This is an optimization exercise on Yosys and OpenROAD, whose aim is small area and a short achievable clock period, not a production implementation.
At most, simulation tests tie the RTL to the original design; equivalence was not proved.

Design ppl_proc, start of the top module:
module ppl_proc #(
    parameter PREPARE_CYCLES = 3
) (
    input clk,
    input rst,
    input prepare_flag,
    input        [17:0] start_pos_x,
    input        [17:0] start_pos_y,
    input        [17:0] start_pos_z,
    input signed [19:0] ray_slope_x,
    input signed [19:0] ray_slope_y,
    input signed [19:0] ray_slope_z,
    input        [19:0] pixel_addr,
    input        [4:0] block_id,
    input        [3:0] block_cnt,
    output        [ 3:0] block_cnt_out,
    output signed [19:0] ray_slope_out_x,
    output signed [19:0] ray_slope_out_y,
    output signed [19:0] ray_slope_out_z,
    output        [17:0] end_pos_x,
    output        [17:0] end_pos_y,
    output        [17:0] end_pos_z,
    output [14:0] block_addr,
    output        next_en,
    output [19:0] pixel_addr_out,
    output [12:0] texture_addr
);
    reg [5:0] v;
    always @(posedge clk or posedge rst) begin
        if (rst) v <= 6'd0;
        else     v <= {v[4:0], 1'b1};
    end
    reg [19:0] pix1, sx1, sy1, sz1;
    reg [17:0] px1, py1, pz1;
    reg [ 3:0] cnt1;
    always @(posedge clk) begin
        pix1 <= pixel_addr;
        sx1 <= ray_slope_x; sy1 <= ray_slope_y; sz1 <= ray_slope_z;
  ...
Size in the first run: about 9900 cells after synthesis, about 0.079 mm² of cells after synthesis.
clock: 165.0 ns
lec_check: 0
abc_area: 1
cap_margin: 20
core_margin: 2
core_utilization: 40
setup_slack_margin: 5
slew_margin: 20
standard.sh (not shown) runs the stock make flow with config.mk's settings and CLKGATE_MAP_FILE= SYNTH_SCRIPT=/design/flow/synth_recipe.tcl, a recipe that flattens the netlist after the stock synthesis.
==> flow/flow/run.sh <==
#!/bin/bash
# Layout flow: the standard ORFS flow, with smaller port buffers and a tighter
# setup target for timing repair (the SDC and clock period are unchanged).
set -euo pipefail
bash standard.sh \
  "BUFFER_PORTS_ARGS=-buffer_cell sky130_fd_sc_hd__buf_2" \
  SETUP_SLACK_MARGIN=97.5 \
  finish > orfs_flow.log 2>&1
Edit:
--- a/flow/flow/run.sh
+++ b/flow/flow/run.sh
@@ -6,3 +6,3 @@
   "BUFFER_PORTS_ARGS=-buffer_cell sky130_fd_sc_hd__buf_2" \
-  SETUP_SLACK_MARGIN=97.5 \
+  SETUP_SLACK_MARGIN=98.3 \
   finish > orfs_flow.log 2>&1
The new run completed without violations.
Via count came out lower by about 0.33%.
Hold slack gets better by 0.0099 ns.
Cell count hardly moves.
Register-to-register slack improves by 0.70 ns.
Critical path depth is higher by 1.
No functional check of the RTL was part of any run of this note.

ppl_proc, a different RTL version from the one above (not shown whole).
Size: roughly 9000 cells after synthesis, about 920 flip-flops, ~310 I/O pins, roughly 77000 um^2 of cells after synthesis.
export LEC_CHECK = 0
export ABC_AREA = 1
export CAP_MARGIN = 20
export CORE_MARGIN = 2
export CORE_UTILIZATION = 40
export CTS_CLUSTER_DIAMETER = 150
export CTS_CLUSTER_SIZE = 20
export SETUP_SLACK_MARGIN = 5
export SLEW_MARGIN = 20
create_clock -name core_clock -period 165.0 [get_ports {clk}]
==> flow/flow/run.sh <==
#!/bin/bash
# Layout flow: the standard ORFS flow, with smaller port buffers, the buffers that
# synthesis inserted removed before placement (repair_design re-buffers as needed) and a
# tighter setup target for timing repair (the SDC and clock period are unchanged).
set -euo pipefail
bash standard.sh \
  "BUFFER_PORTS_ARGS=-buffer_cell sky130_fd_sc_hd__buf_2" \
  REMOVE_ABC_BUFFERS=1 \
  SETUP_SLACK_MARGIN=97.5 \
  finish > orfs_flow.log 2>&1
The starting point passed the timing, DRC and antenna checks.
Rerun with:
Settings changed: CTS_CLUSTER_DIAMETER 150 to 180, CTS_CLUSTER_SIZE 20 to 24.
After rerunning:
- The new run went through all stages and came out clean
- clock skew decreases by 0.0075 ns
- setup slack improved by 0.0033 ns
- via count hardly moves
- synthesized cell count stays the same
- first-iteration DRC count increases by a few percent
- non-clock buffer count does not change
- global-route usage is about the same

== red ==
ppl_proc, a different RTL version from the one above (not shown whole).
For scale: roughly 11000 cells after synthesis, roughly 920 flip-flops, about 310 I/O pins, about 86000 um^2 of cells after synthesis.
export LEC_CHECK = 0
export ABC_AREA = 1
export CAP_MARGIN = 20
export CORE_MARGIN = 2
export CORE_UTILIZATION = 40
export SETUP_SLACK_MARGIN = 5
export SLEW_MARGIN = 20
create_clock -name core_clock -period 165.0 [get_ports {clk}]
run.sh (not shown) runs the stock make flow with config.mk's settings and CLKGATE_MAP_FILE= SYNTH_SCRIPT=/design/flow/synth_recipe.tcl, a recipe that flattens the netlist after the stock synthesis.
Stock flow here: none of the scripts above is used.
red finished every stage and its layout cleared the timing, DRC and antenna checks.
[inputs] blue vs red
Settings: setting CTS_CLUSTER_SIZE to 30 for the first time; setting CTS_BUF_LIST to sky130_fd_sc_hd__clkbuf_8 for the first time.
==> comparison <==
red completed every stage of the flow, and the final layout passed the timing, DRC and antenna checks.
blue | status: complete | timing, DRC, antenna: pass
Taking red as the reference, in blue worst hold slack grew by 7.4 ps, clock-cell share of area grew by 0.17 points, sequential fraction of total cell area held steady, final standard cell area without fillers held steady, core utilization held steady.
Changes observed in blue relative to red: global-route usage saw little to no change, CTS sink count now sits at about the same level, maximum number of pins on one net before global-route repair held.
blue vs red, instance count: blue higher
On total of clock buffers placed in the layout: between red and blue, it ends up lower for red.
No functional check of the RTL was part of any run of this note.

== v38 ==
Another version of the RTL of ppl_proc (not shown whole).
Size: roughly 9300 cells after synthesis, about 920 flip-flops, ~310 I/O pins, about 78000 µm² of cells after synthesis.
// ppl_proc
module ppl_proc #(
    parameter PREPARE_CYCLES = 3
) (
    input clk,
    input rst,
    input prepare_flag,
    input        [17:0] start_pos_x,
    input        [17:0] start_pos_y,
    input        [17:0] start_pos_z,
    input signed [19:0] ray_slope_x,
    input signed [19:0] ray_slope_y,
    input signed [19:0] ray_slope_z,
    input        [19:0] pixel_addr,
    input        [4:0] block_id,
    input        [3:0] block_cnt,
    output        [ 3:0] block_cnt_out,
    output signed [19:0] ray_slope_out_x,
    output signed [19:0] ray_slope_out_y,
    output signed [19:0] ray_slope_out_z,
    output        [17:0] end_pos_x,
    output        [17:0] end_pos_y,
    output        [17:0] end_pos_z,
    output [14:0] block_addr,
    output        next_en,
    output [19:0] pixel_addr_out,
    output [12:0] texture_addr
);
    reg [5:0] v;
    always @(posedge clk or posedge rst) begin
        if (rst) v <= 6'd0;
        else     v <= {v[4:0], 1'b1};
    end
    reg [19:0] pix1, sx1, sy1, sz1;
    reg [17:0] px1, py1, pz1;
    reg [ 3:0] cnt1;
    always @(posedge clk) begin
        pix1 <= pixel_addr;
        sx1 <= ray_slope_x; sy1 <= ray_slope_y; sz1 <= ray_slope_z;
        px1 <= start_pos_x; py1 <= start_pos_y; pz1 <= start_pos_z;
        cnt1 <= block_cnt + 4'd1;
    end
    function [4:0] edge_m(input [3:0] pm, input neg);
        edge_m = neg ? ((pm != 4'd0) ? {1'b0, pm} : 5'd16) : (5'd16 - {1'b0, pm});
    endfunction
    wire [4:0] mx = edge_m(px1[11:8], sx1[19]);
    wire [4:0] my = edge_m(py1[11:8], sy1[19]);
    wire [4:0] mz = edge_m(pz1[11:8], sz1[19]);
    wire [19:0] dx = sx1[19] ? -sx1 : sx1;
    wire [19:0] dy = sx1[19] ? -sy1 : sy1;
  ...
Settings: LEC_CHECK=0, ABC_AREA=1, CAP_MARGIN=20, CORE_MARGIN=2, CORE_UTILIZATION=40, CTS_CLUSTER_DIAMETER=150, CTS_CLUSTER_SIZE=20, SETUP_SLACK_MARGIN=5, SLEW_MARGIN=20; clock period 165.0 ns.
standard.sh (not shown) runs the stock make flow with config.mk's settings and CLKGATE_MAP_FILE= SYNTH_SCRIPT=/design/flow/synth_recipe.tcl, a recipe that flattens the netlist after the stock synthesis.
==> flow/flow/run.sh <==
#!/bin/bash
# Layout flow: the standard ORFS flow, with smaller port buffers and a tighter
# setup target for timing repair (the SDC and clock period are unchanged).
set -euo pipefail
bash standard.sh \
  "BUFFER_PORTS_ARGS=-buffer_cell sky130_fd_sc_hd__buf_2" \
  SETUP_SLACK_MARGIN=97.5 \
  finish > orfs_flow.log 2>&1
Setup changes, v38 to v12
diff --git a/flow/config.mk b/flow/config.mk
--- a/flow/config.mk
+++ b/flow/config.mk
@@ -11,4 +11,2 @@
 export CORE_UTILIZATION = 40
-export CTS_CLUSTER_DIAMETER = 150
-export CTS_CLUSTER_SIZE = 20
 export SETUP_SLACK_MARGIN = 5
Every run (v12 and v38) finished clean.
Going from v38 to v12, post-route minimum period moved down, count of clock-buffer cells in the layout moved up, number of global-route vias before repair moved up, global-route usage moved up, setup slack of the critical path after layout moved up.
Diff v38 -> v12 | depth of the most critical reg-to-reg path | decrease of 3

Setup of before:
ppl_proc, a different RTL version from the one above (not shown whole).
For scale: ~10000 cells after synthesis, roughly 930 flip-flops.
## ppl_proc
module ppl_proc #(
    parameter PREPARE_CYCLES = 3
) (
    input clk,
    input rst,
    input prepare_flag,
    input        [17:0] start_pos_x,
    input        [17:0] start_pos_y,
    input        [17:0] start_pos_z,
    input signed [19:0] ray_slope_x,
    input signed [19:0] ray_slope_y,
    input signed [19:0] ray_slope_z,
    input        [19:0] pixel_addr,
    input        [4:0] block_id,
    input        [3:0] block_cnt,
    output        [ 3:0] block_cnt_out,
    output signed [19:0] ray_slope_out_x,
    output signed [19:0] ray_slope_out_y,
    output signed [19:0] ray_slope_out_z,
    output        [17:0] end_pos_x,
    output        [17:0] end_pos_y,
    output        [17:0] end_pos_z,
    output [14:0] block_addr,
    output        next_en,
    output [19:0] pixel_addr_out,
    output [12:0] texture_addr
);
export LEC_CHECK = 0
export ABC_AREA = 1
export CAP_MARGIN = 20
export CORE_MARGIN = 2
export CORE_UTILIZATION = 40
export SETUP_SLACK_MARGIN = 5
export SLEW_MARGIN = 20
create_clock -name core_clock -period 165.0 [get_ports {clk}]
Scripts as last shown in full above: flow/flow/run.sh
The following lists how after was set up differently from before:
==> flow/run.sh (new file) <==
#!/bin/bash
# synth_recipe.tcl (not shown) runs the flow's synth.tcl, then flattens the netlist and writes it again
# the make line also repeats each setting of config.mk as NAME=value (left out here)
make -C /OpenROAD-flow-scripts/flow DESIGN_CONFIG=/design/flow/config.mk WORK_HOME=/design/flow/orfs CLKGATE_MAP_FILE= SYNTH_SCRIPT=/design/flow/synth_recipe.tcl finish
removed: flow/flow/run.sh
removed: flow/standard.sh
Results
after gives more per-cell routed wire length than before did. before → after: via count has remained practically unchanged, count of antenna diodes in the layout was more or less identical, worst hold slack went up by 0.066 ns, final critical delay including setup and external delays rose by 0.99 ns. Compared after vs before, and area of all placed cells without fillers is up in after. Relative to before, sequential share of layout area decreased by 0.46 points in after. Worst setup slack in after is 0.99 ns below before.
No functional check of the RTL was part of any run of this note.

-- separate check: timing with driven ports --
In the flow no input, the clock included, has a driving cell. The finished layouts below were timed again as built, in two steps. Step 1 assumes that a clkbuf_16 drives the clock port and a buf_2 every other input. Step 2 adds t to the input delays and takes it off the output delays; t is the mean of the earliest and latest rising clock arrival at the registers after step 1. Input paths then give back, and output paths get back, about the clock's delay inside the block. Three values: ideal, step 1, step 2; two values: the first two.
run | t (ns) | setup WS [ns] | worst setup path at the end
the first run of note 1 | 0.848 | 97.788 / 97.766 / 97.766 | input to output
the second run of note 1 | 0.855 | 98.101 / 98.043 / 98.043 | input to output
the first run of note 2 | 0.749 | 97.785 / 97.766 / 97.766 | input to output
the second run of note 2 | 0.744 | 97.788 / 97.769 / 97.769 | input to output
red | 0.832 | 96.245 / 96.221 / 96.221 | input to output
blue | 1.012 | 96.257 / 96.233 / 96.233 | input to output
v38 | 0.756 | 97.608 / 97.584 / 97.584 | input to output
v12 | 0.749 | 97.632 / 97.608 / 97.608 | input to output
before | 0.845 | 97.735 / 97.705 / 97.705 | input to output
after | 0.842 | 96.741 / 96.712 / 96.712 | input to output
After both steps setup and hold are still met in every run listed. For the second run of note 1, which loses most, drivers alone change the setup slack by -0.058 ns; drivers and shift together by -0.058 ns.
